This is an optimization exercise on Yosys and OpenROAD, whose aim is a short achievable clock period and few clock cycles, not a production implementation.
Where RTL was checked, it was by simulation tests only, not by an equivalence proof against the original.
Power is estimated from default activity; no workload was simulated.

==> run A: inputs <==
==> flow/design.v (excerpt) <==
module TinyMIPS(
    input  wire        clk,
    input  wire        rst,
    input  wire [15:0] data_fromRAM,
    output wire        wrEn,
    output wire [7:0]  addr_toRAM,
    output wire [15:0] data_toRAM
);
    reg  [7:0]  pA;         
    reg  [7:0]  pAi;        
    reg         pWEi;
    reg         pWE;
    reg  [15:0] pDO;
    reg         pF;         
    reg         pH;         
    reg  [15:0] pSD;
    reg  [7:0]  pPC;        
    reg  [7:0]  pNX;        
    reg         pBP;        
    assign addr_toRAM = pA;
    assign wrEn       = pWE;
    assign data_toRAM = pDO;
    reg         rV, rBP;    
    reg         rF;         
    reg  [7:0]  rPC, rPC1, rNX;
    reg         LAbb;
    reg         dropP;      
    reg  [7:0]  LApc, LApc1;
    reg  [5:0]  LAimm;
    reg  [7:0]  fpc;        
    reg         hF;         
    reg         halted;
    reg         bv;         
    reg  [7:0]  bpc, btg;
    reg  [7:0]  cv;
    reg  [4:0]  ctag [0:7];
    reg  [15:0] cdat [0:7];
    localparam QW = 52;
    reg  [QW-1:0] Q [0:3];
    reg  [3:0]  qh, qt, qn;
    wire        q_ne  = qn[0];
    wire        q_ge2 = qn[1];
    wire        q_ge3 = qn[2];
    wire        q_full = qn[3];
    reg  [15:0] RF [0:7];
    reg         ev;
    reg         e_wr;       
    reg         e_long;     
    reg  [7:0]  e_av, e_lv;          
    reg         e_srl, e_ld, e_st, e_br, e_beq, e_halt;
    reg  [15:0] eX, eY;
    reg         fxa, fya;   
    reg         fxc, fyc;   
    reg         fxm, fym;   
    reg         fxu, fyu;   
    reg  [5:0]  e_imm;
    reg  [7:0]  e_pc, e_pc1, e_pc2;
    reg         e_ptk, e_rb;     
    reg  [7:0]  e_pn;            
    reg         e_bk;            
    reg  [7:0]  e_alt;           
    reg  [7:0]  e_aoh, e_a1oh;   
    reg         bV, b_tk, b_ptk, b_sane, b_bk;
    reg  [7:0]  b_alt;           
    reg  [7:0]  b_pc, b_tgt, b_pc1, b_tgt1, b_pc2;
    reg         b_h0, b_h1;      
    reg  [15:0] b_w0, b_w1;
    reg  [15:0] Rres;       
    reg  [15:0] LR;         
    reg  [7:0]  s1_av, s1_lv;        
  ...
==> flow/config.mk <==
export PLATFORM = sky130hd
export DESIGN_NAME = TinyMIPS
export DESIGN_NICKNAME = TinyMIPS
export VERILOG_FILES = /design/flow/design.v
export SDC_FILE = /design/flow/constraint.sdc
export NUM_CORES = 8
export LEC_CHECK = 0
export CAP_MARGIN = 20
export CORE_MARGIN = 2
export CORE_UTILIZATION = 58
export PLACE_DENSITY = 0.72
export SETUP_SLACK_MARGIN = 5
export SLEW_MARGIN = 20
export SYNTH_HIERARCHICAL = 1
==> flow/constraint.sdc <==
create_clock -name core_clock -period 8.0 [get_ports {clk}]
set_input_delay 1.6000 -clock core_clock [delete_from_list [all_inputs] [get_ports {clk}]]
set_output_delay 1.6000 -clock core_clock [all_outputs]
set_load 0.01 [all_outputs]
standard.sh (not shown) runs the stock make flow with config.mk's settings and CLKGATE_MAP_FILE= SYNTH_SCRIPT=/design/flow/synth_recipe.tcl, a recipe that flattens the netlist after the stock synthesis.
==> flow/flow/run.sh <==
#!/bin/bash
# Standard layout, with the timing repair aiming at a larger setup margin.
bash standard.sh SETUP_SLACK_MARGIN=5.2 > standard_flow.log 2>&1
==> run D: changes against run A <==
--- a/flow/design.v
+++ b/flow/design.v
@@ -22,24 +22,28 @@
     assign data_toRAM = pDO;
     reg         rV, rBP;    
     reg         rF;         
     reg  [7:0]  rPC, rPC1, rNX;
     reg         LAbb;
     reg         dropP;      
     reg  [7:0]  LApc, LApc1;
     reg  [5:0]  LAimm;
+    reg  [15:0] LAoh, LA1oh;     
+    reg         L2v, L2h;
+    reg  [7:0]  L2t, L2t1;
+    reg  [15:0] L2w0, L2w1;
     reg  [7:0]  fpc;        
     reg         hF;         
     reg         halted;
     reg         bv;         
     reg  [7:0]  bpc, btg;
-    reg  [7:0]  cv;
-    reg  [4:0]  ctag [0:7];
-    reg  [15:0] cdat [0:7];
+    reg  [15:0] cv;
+    reg  [3:0]  ctag [0:15];
+    reg  [15:0] cdat [0:15];
     localparam QW = 52;
     reg  [QW-1:0] Q [0:3];
     reg  [3:0]  qh, qt, qn;
     wire        q_ne  = qn[0];
     wire        q_ge2 = qn[1];
     wire        q_ge3 = qn[2];
     wire        q_full = qn[3];
     reg  [15:0] RF [0:7];
@@ -53,18 +57,18 @@
     reg         fxc, fyc;   
     reg         fxm, fym;   
     reg         fxu, fyu;   
     reg  [5:0]  e_imm;
     reg  [7:0]  e_pc, e_pc1, e_pc2;
     reg         e_ptk, e_rb;     
     reg  [7:0]  e_pn;            
     reg         e_bk;            
-    reg  [7:0]  e_alt;           
-    reg  [7:0]  e_aoh, e_a1oh;   
+    reg  [7:0]  e_alt, e_alt1;   
+    reg  [15:0] e_aoh, e_a1oh;   
     reg         bV, b_tk, b_ptk, b_sane, b_bk;
     reg  [7:0]  b_alt;           
     reg  [7:0]  b_pc, b_tgt, b_pc1, b_tgt1, b_pc2;
     reg         b_h0, b_h1;      
     reg  [15:0] b_w0, b_w1;
     reg  [15:0] Rres;       
     reg  [15:0] LR;         
     reg  [7:0]  s1_av, s1_lv;        
@@ -95,27 +99,26 @@
     wire        e_ok     = ev & ~misB;
     wire        e_halt_v = e_ok & e_halt;
     wire        e_mem    = e_ok & (e_ld | e_st);
     wire        sq       = misB | e_halt_v;
     wire [7:0]  maddr    = Xm[7:0] + {2'b00, e_imm};
     wire [7:0]  e_tgt, e_tgt1;
     add8m u_et0 (.a(e_pc),  .b({{2{e_imm[5]}}, e_imm}), .s(e_tgt));
     add8m u_et1 (.a(e_pc1), .b({{2{e_imm[5]}}, e_imm}), .s(e_tgt1));
-    wire [7:0]  e_alt1 = e_alt + 8'd1;
     reg  [15:0] ew0, ew1;
     reg         eh0r, eh1r;
     integer j;
     always @* begin
         ew0 = 16'd0; ew1 = 16'd0; eh0r = 1'b0; eh1r = 1'b0;
-        for (j = 0; j < 8; j = j + 1) begin
+        for (j = 0; j < 16; j = j + 1) begin
             ew0  = ew0  | (cdat[j] & {16{e_aoh[j]}});
             ew1  = ew1  | (cdat[j] & {16{e_a1oh[j]}});
-            eh0r = eh0r | (e_aoh[j]  & cv[j] & (ctag[j] == e_alt[7:3]));
-            eh1r = eh1r | (e_a1oh[j] & cv[j] & (ctag[j] == e_alt1[7:3]));
+            eh0r = eh0r | (e_aoh[j]  & cv[j] & (ctag[j] == e_alt[7:4]));
+            eh1r = eh1r | (e_a1oh[j] & cv[j] & (ctag[j] == e_alt1[7:4]));
         end
     end
     wire        eh0 = eh0r & ~(pWEi & (pAi == e_alt));
     wire        eh1 = eh1r & ~(pWEi & (pAi == e_alt1));
     wire [15:0] r0, r1, r2, r3, r4, r5, shres, m0n, m1n;
     mul_e  u_mul_e  (.x(Xu), .y(Yu), .srl(e_srl), .r0(r0), .r1(r1), .r2(r2), .r3(r3),
                      .r4(r4), .r5(r5), .sh(shres));
     mul_e2 u_mul_e2 (.r0(MR0), .r1(MR1), .r2(MR2), .r3(MR3), .r4(MR4), .r5(MR5), .sh(SR),
@@ -164,35 +167,52 @@
     wire        d_halt = (dop >= 4'd11);
     wire        needx = q0[3];
     wire        needy = q0[2];
     wire        d_wr  = d_add | d_addi | d_cp | d_cpi;
     wire        d_long = d_ld | d_mul | d_srl;
     wire        d_ptk = d_br & (d_rb | d_bp);
     wire [7:0]  d_pc1 = d_pc + 8'd1;
     wire [7:0]  d_pc2 = d_pc + 8'd2;
-    wire [7:0]  d_tgt;
+    wire [7:0]  d_tgt, d_tgt1;
     add8m u_dt0 (.a(d_pc),  .b({{2{di[5]}}, di[5:0]}), .s(d_tgt));
-    wire [2:0]  d_t0 = d_pc[2:0]  + di[2:0];
-    wire [2:0]  d_t1 = d_pc1[2:0] + di[2:0];
+    add8m u_dt1 (.a(d_pc1), .b({{2{di[5]}}, di[5:0]}), .s(d_tgt1));
+    wire [3:0]  d_t0 = d_pc[3:0]  + di[3:0];
+    wire [3:0]  d_t1 = d_pc1[3:0] + di[3:0];
     wire [7:0]  n_w1 = e_ok ? e_wv : 8'd0;                   
     wire [7:0]  n_l1 = e_ok ? e_lv : 8'd0;                   
     wire [7:0]  n_l2 = s1_lv & ~(e_ok ? e_av : 8'd0);        
     wire        room  = ~(q_full | (q_ge3 & (rV | pF)) | (q_ge2 & rV & pF));
-    wire [2:0]  fi    = fpc[2:0];
-    wire        hitF  = hF & ~(pWEi & (pAi[2:0] == fi));
+    wire [3:0]  fi    = fpc[3:0];
+    wire        hitF  = hF & ~(pWEi & (pAi[3:0] == fi));
     wire        bhit  = bv & (bpc == fpc);
     wire [7:0]  fpc1  = fpc + 8'd1;
     wire [7:0]  fpred = bhit ? btg : fpc1;
-    wire        hC = cv[fi] & (ctag[fi] == fpc[7:3]) & ~(rF & (rPC[2:0] == fi));
-    wire        hA = cv[fpc1[2:0]] & (ctag[fpc1[2:0]] == fpc1[7:3]) & ~(rF & (rPC[2:0] == fpc1[2:0]));
-    wire        hB = cv[btg[2:0]] & (ctag[btg[2:0]] == btg[7:3]) & ~(rF & (rPC[2:0] == btg[2:0]));
+    wire        hC = cv[fi] & (ctag[fi] == fpc[7:4]) & ~(rF & (rPC[3:0] == fi));
+    wire        hA = cv[fpc1[3:0]] & (ctag[fpc1[3:0]] == fpc1[7:4]) & ~(rF & (rPC[3:0] == fpc1[3:0]));
+    wire        hB = cv[btg[3:0]] & (ctag[btg[3:0]] == btg[7:4]) & ~(rF & (rPC[3:0] == btg[3:0]));
     wire [7:0]  LAtgt, la_tgt1;
     add8m u_lat  (.a(LApc),  .b({{2{LAimm[5]}}, LAimm}), .s(LAtgt));
     add8m u_lat1 (.a(LApc1), .b({{2{LAimm[5]}}, LAimm}), .s(la_tgt1));
+    reg  [15:0] lw0, lw1;
+    reg         lh0r, lh1r;
+    integer jl;
+    always @* begin
+        lw0 = 16'd0; lw1 = 16'd0; lh0r = 1'b0; lh1r = 1'b0;
+        for (jl = 0; jl < 16; jl = jl + 1) begin
+            lw0  = lw0  | (cdat[jl] & {16{LAoh[jl]}});
+            lw1  = lw1  | (cdat[jl] & {16{LA1oh[jl]}});
+            lh0r = lh0r | (LAoh[jl]  & cv[jl] & (ctag[jl] == LAtgt[7:4]));
+            lh1r = lh1r | (LA1oh[jl] & cv[jl] & (ctag[jl] == la_tgt1[7:4]));
+        end
+    end
+    wire        lhit = lh0r & lh1r & ~(pWEi & ((pAi == LAtgt) | (pAi == la_tgt1)));
+    wire        l2f  = L2v & L2h & ~sq & ~q_ge3 & ~(pWEi & ((pAi == L2t) | (pAi == L2t1)));
+    wire [7:0]  L2t2 = L2t1 + 8'd1;
+    wire [7:0]  L2t3 = L2t1 + 8'd2;
     wire        bf2 = b_sane & b_h0 & b_h1;
     wire        bf1 = b_sane & b_h0 & ~b_h1;
     wire [7:0]  b_alt1 = b_alt + 8'd1;
     wire [7:0]  b_alt2 = b_alt + 8'd2;
     wire [7:0]  b_alt3 = b_alt + 8'd3;
     wire [7:0]  b_s  = bf2 ? b_alt2 : bf1 ? b_alt1 : redir;
     wire [7:0]  b_s1 = bf2 ? b_alt3 : bf1 ? b_alt2 : redir1;
     reg  [7:0]  nA, nNX, nfpc, nPC;
@@ -201,17 +221,23 @@
         nA = pAi; nNX = pNX; nfpc = fpc; nPC = pPC;
         nF = 1'b0; nH = 1'b0; nBP = 1'b0; nhF = hC & ~pWEi;
         if (misB) begin
             nA = b_s; nF = 1'b1; nPC = b_s; nNX = b_s1; nfpc = b_s1; nhF = 1'b0;
         end else if (e_halt_v | halted) begin
             nF = 1'b0;
         end else begin
             if (e_mem) nA = maddr;
-            if (LAbb) begin
+            if (l2f) begin
+                nhF = 1'b0;
+                if (room & ~e_mem) begin
+                    nA = L2t2; nF = 1'b1; nPC = L2t2; nNX = L2t3; nfpc = L2t3;
+                end else
+                    nfpc = L2t2;
+            end else if (LAbb) begin
                 nhF = 1'b0;
                 if (room & ~e_mem) begin
                     nA = LAtgt; nF = 1'b1; nPC = LAtgt; nNX = la_tgt1; nfpc = la_tgt1;
                 end else
                     nfpc = LAtgt;
             end else if (room & hitF) begin
                 nF = 1'b1; nH = 1'b1; nPC = fpc; nNX = fpred; nfpc = fpred; nBP = bhit;
                 nhF = (bhit ? hB : hA) & ~pWEi;
@@ -222,24 +248,32 @@
         end
     end
     wire [17:0] b0_pd, b1_pd;
     predec u_pb0 (.w(b_w0), .pd(b0_pd));
     predec u_pb1 (.w(b_w1), .pd(b1_pd));
     wire [QW-1:0] a_b0 = {b_w0, b_alt,  b_alt1, b0_pd, 2'b00};
     wire [QW-1:0] a_b1 = {b_w1, b_alt1, b_alt2, b1_pd, 2'b00};
     wire        rsel = r_ok & ~misB;
-    wire [QW-1:0] A0 = rsel ? a_r : (misB ? a_b0 : a_p);
-    wire [QW-1:0] A1 = misB ? a_b1 : a_p;
-    wire [1:0]  am  = misB ? {bf2, bf1} : e_halt_v ? 2'd0 :
+    wire [17:0] l0_pd, l1_pd;
+    predec u_pl0 (.w(L2w0), .pd(l0_pd));
+    predec u_pl1 (.w(L2w1), .pd(l1_pd));
+    wire [QW-1:0] a_l0 = {L2w0, L2t,  L2t1, l0_pd, 2'b00};
+    wire [QW-1:0] a_l1 = {L2w1, L2t1, L2t2, l1_pd, 2'b00};
+    wire [QW-1:0] A0 = rsel ? a_r : (misB ? a_b0 : L2v ? a_l0 : a_p);
+    wire [QW-1:0] A1 = misB ? a_b1 : L2v ? a_l1 : a_p;
+    wire [1:0]  am  = misB ? {bf2, bf1} : e_halt_v ? 2'd0 : l2f ? 2'd2 :
                       {r_ok & p_ok, r_ok ^ p_ok};
     wire        drop = dropP & ~sq;                      
-    wire [3:0]  nqh, nqt, nqn;
-    qptr u_q (.qh(qh), .qt(qt), .qn(qn), .sq(sq), .issue(issue), .drop(drop), .am(am),
-              .nqh(nqh), .nqt(nqt), .nqn(nqn));
+    wire [3:0]  nqh = sq ? qt : issue ? {qh[2:0], qh[3]} : qh;
+    wire [3:0]  nqt = drop ? {qt[0], qt[3:1]} :
+                      am[1] ? {qt[1:0], qt[3:2]} : am[0] ? {qt[2:0], qt[3]} : qt;
+    wire [3:0]  qn1 = sq ? 4'd0 : issue ? {1'b0, qn[3:1]} : qn;
+    wire [3:0]  nqn = drop ? {1'b0, qn1[3:1]} :
+                      am[1] ? {qn1[1:0], 2'b11} : am[0] ? {qn1[2:0], 1'b1} : qn1;
     wire [3:0]  qt1 = {qt[2:0], qt[3]};
     always @(posedge clk) begin
         if (rst) begin
             pA  <= 8'd0;
             pWE <= 1'b0;
         end else begin
             pA  <= nA;
             pWE <= e_mem & e_st;
@@ -254,61 +288,68 @@
             pAi  <= nA;
             pWEi <= e_mem & e_st;
         end
     end
     integer i, r;
     always @(posedge clk) begin
         if (rst) begin
             pF <= 1'b1; pH <= 1'b0; pPC <= 8'd0; pNX <= 8'd1; pBP <= 1'b0;
-            rV <= 1'b0; rF <= 1'b0; LAbb <= 1'b0; dropP <= 1'b0;
+            rV <= 1'b0; rF <= 1'b0; LAbb <= 1'b0; dropP <= 1'b0; L2v <= 1'b0;
             fpc <= 8'd1; hF <= 1'b0; halted <= 1'b0; bv <= 1'b0;
-            cv <= 8'd0;
+            cv <= 16'd0;
             qh <= 4'd1; qt <= 4'd1; qn <= 4'd0;
             ev <= 1'b0; bV <= 1'b0;
             s1_av <= 8'd0; s1_lv <= 8'd0; s2_lv <= 8'd0; s3_lv <= 8'd0;
             rselv <= 8'd0; dselv <= 8'd0; lselv <= 8'd0; bxv <= 8'd0;
         end else begin
             pF <= nF; pH <= nH; pPC <= nPC; pNX <= nNX; pBP <= nBP;
             fpc <= nfpc; hF <= nhF;
             qh <= nqh; qt <= nqt; qn <= nqn;
-            rV <= pF & ~pH & ~sq & ~LAbb;
+            rV <= pF & ~pH & ~sq & ~LAbb & ~l2f;
+            L2v <= LAbb & ~sq;
+            L2h <= lhit;
             rF <= pF & ~pH;
             LAbb <= (r_bb | (wr_p & p_bb)) & ~sq;
             dropP <= r_bb & p_ok & ~sq;
-            if (rF) cv[rPC[2:0]] <= 1'b1;
-            if (pWEi) cv[pAi[2:0]] <= 1'b0;
+            if (rF) cv[rPC[3:0]] <= 1'b1;
+            if (pWEi) cv[pAi[3:0]] <= 1'b0;
             ev <= issue & ~sq;
             bV <= e_ok & ~e_halt;
             if (e_halt_v) halted <= 1'b1;
             if (bV & b_tk & b_bk) bv <= 1'b1;
             s1_av <= e_ok ? e_av : 8'd0;
             s1_lv <= e_ok ? e_lv : 8'd0;
             s2_lv <= s1_lv & ~(e_ok ? e_av : 8'd0);
             s3_lv <= s2_lv;
             rselv <= n_w1;
             dselv <= ~n_w1 & (s1_ld ? n_l2 : 8'd0);
             lselv <= ~n_w1 & ~n_l2 & s2_lv;
             bxv   <= n_l1 | (~n_w1 & (s1_ld ? 8'd0 : n_l2));
         end
     end
     always @(posedge clk) begin
         pSD <= cdat[fi];
+        L2t <= LAtgt; L2t1 <= la_tgt1; L2w0 <= lw0; L2w1 <= lw1;
         rPC <= pPC;
         rPC1 <= pPC + 8'd1;
         rNX <= pNX;
         rBP <= pBP;
         if (rF) begin
-            cdat[rPC[2:0]] <= data_fromRAM;
-            ctag[rPC[2:0]] <= rPC[7:3];
+            cdat[rPC[3:0]] <= data_fromRAM;
+            ctag[rPC[3:0]] <= rPC[7:4];
         end
         if (r_bb) begin
             LApc <= rPC; LApc1 <= rPC1; LAimm <= ri[5:0];
+            LAoh  <= 16'd1 << (rPC[3:0] + ri[3:0]);
+            LA1oh <= 16'd1 << (rPC1[3:0] + ri[3:0]);
         end else begin
             LApc <= pPC; LApc1 <= pPC + 8'd1; LAimm <= pSD[5:0];
+            LAoh  <= 16'd1 << (pPC[3:0] + pSD[3:0]);
+            LA1oh <= 16'd1 << (pPC[3:0] + pSD[3:0] + 4'd1);
         end
         if (bV & b_tk & b_bk) begin
             bpc <= b_pc; btg <= b_tgt;
         end
         for (i = 0; i < 4; i = i + 1) begin
             if ((misB | ~q_full) & qt[i])
                 Q[i] <= A0;
             else if ((misB | ~q_ge3) & qt1[i])
@@ -338,18 +379,19 @@
         e_bk   <= di[5];
         e_pc   <= d_pc;
         e_pc1  <= d_pc1;
         e_pc2  <= d_pc2;
         e_ptk  <= d_ptk;
         e_rb   <= d_rb;
         e_pn   <= d_pn;
         e_alt  <= d_ptk ? d_pc1 : d_tgt;
-        e_aoh  <= 8'd1 << (d_ptk ? d_pc1[2:0] : d_t0);
-        e_a1oh <= 8'd1 << (d_ptk ? d_pc2[2:0] : d_t1);
+        e_alt1 <= d_ptk ? d_pc2 : d_tgt1;
+        e_aoh  <= 16'd1 << (d_ptk ? d_pc1[3:0] : d_t0);
+        e_a1oh <= 16'd1 << (d_ptk ? d_pc2[3:0] : d_t1);
         b_tk   <= e_br & taken;
         b_ptk  <= e_ptk;
         b_alt  <= e_alt;
         b_sane <= e_rb | (e_ptk ? (e_pn == e_tgt) : (e_pn == e_pc1));
         b_bk   <= e_br & e_bk;
         b_pc   <= e_pc;
         b_tgt  <= e_tgt;
         b_pc1  <= e_pc1;
@@ -512,22 +554,8 @@
     wire        yd = |(ys & dselv);
     wire        xl = |(xs & lselv);
     wire        yl = |(ys & lselv);
     wire [15:0] rx1 = xr ? rres : xl ? lr : rfx;
     wire [15:0] ry1 = yr ? rres : yl ? lr : rfy;
     assign rx = xd ? din : rx1;
     assign ry = yd ? din : ry1;
 endmodule
-module qptr(input wire [3:0] qh, qt, qn, input wire sq, issue, drop, input wire [1:0] am,
-            output wire [3:0] nqh, nqt, nqn);
-    assign nqt = drop ? {qt[0], qt[3:1]} :
-                 am[1] ? {qt[1:0], qt[3:2]} : am[0] ? {qt[2:0], qt[3]} : qt;
-    function [3:0] cnt;
-        input [3:0] c;
-        cnt = drop ? {1'b0, c[3:1]} :
-              am[1] ? {c[1:0], 2'b11} : am[0] ? {c[2:0], 1'b1} : c;
-    endfunction
-    wire [3:0] n0 = cnt(sq ? 4'd0 : qn);
-    wire [3:0] n1 = cnt(sq ? 4'd0 : {1'b0, qn[3:1]});
-    assign nqn = issue ? n1 : n0;
-    assign nqh = sq ? qt : issue ? {qh[2:0], qh[3]} : qh;
-endmodule
==> flow/flow/run.sh (replaced) <==
#!/bin/bash
# Standard layout, with the timing repair aiming at a larger setup margin.
bash standard.sh SETUP_SLACK_MARGIN=5.25 > standard_flow.log 2>&1
==> comparison table <==
quantity	run D	run A
Post-synthesis simple-gate area fraction	12.4%	12.6%
DRT iter0 DRCs	14936	8233
Post-placement cell area	0.0833 sq mm	0.0635 sq mm
Non-clock inverter count in the final layout	138	124
Routability congestion estimate	1.04	0.951
Die boundary width	381 um	333 um
Power attributed to sequential cells	13.2 mW	10.7 mW
Area share of the largest cell type after synthesis	24.6%	24.8%
Internal Power	26.9 mW	19.8 mW
Number of vias in the routed layout	75384	51650
Filler instances	10308	7954
Number of antenna violations at the first check in global routing	21	15
Area of the multi-input gates	0.0463 sq mm	0.0334 sq mm
Run status	finished clean	finished clean
Required time at the worst-slack endpoint	8560 ps	6400 ps
Number of flip-flops and latches	1399	1131
Ant. Diodes	6	4
Number of clock-tree buffers in the layout	216	160
Number of different library cells in the post-synthesis netlist	113	129
Slowest cell on the critical path	or4b_4	dfxtp_4
Critical Path Max Stage Delay	510 ps	400 ps
Pin count of the biggest net entering global routing	89	77
Testbench counts of run A, summed over its fixed seeds: cycles 116,542.
No functional check of the RTL was part of run D.

static timing again, ports no longer ideal:
In the flow no input, the clock included, has a driving cell. The finished layouts below were timed again as built, in two steps. Step 1 sets driving cells, clkbuf_16 on the clock port and buf_2 on the other inputs (assumed; they add their load-dependent delay and slew). Step 2 times the ports against the registers' clock, not the clock port: input delays grow and output delays shrink by t, the midpoint of the rising clock arrivals with the driver on. Slacks: ideal / step 1 / step 2; pairs: ideal / step 1.
run	t, ns	slack for setup (ns)	worst setup path after step 2
run A	0.818	5.130 / 5.050 / 4.424	input to register
run D	0.918	4.545 / 4.545 / 4.395	input to register
After both steps every run listed still meets setup and hold. For run A, which loses most, drivers alone change the setup slack by -0.080 ns; drivers and shift together by -0.706 ns.
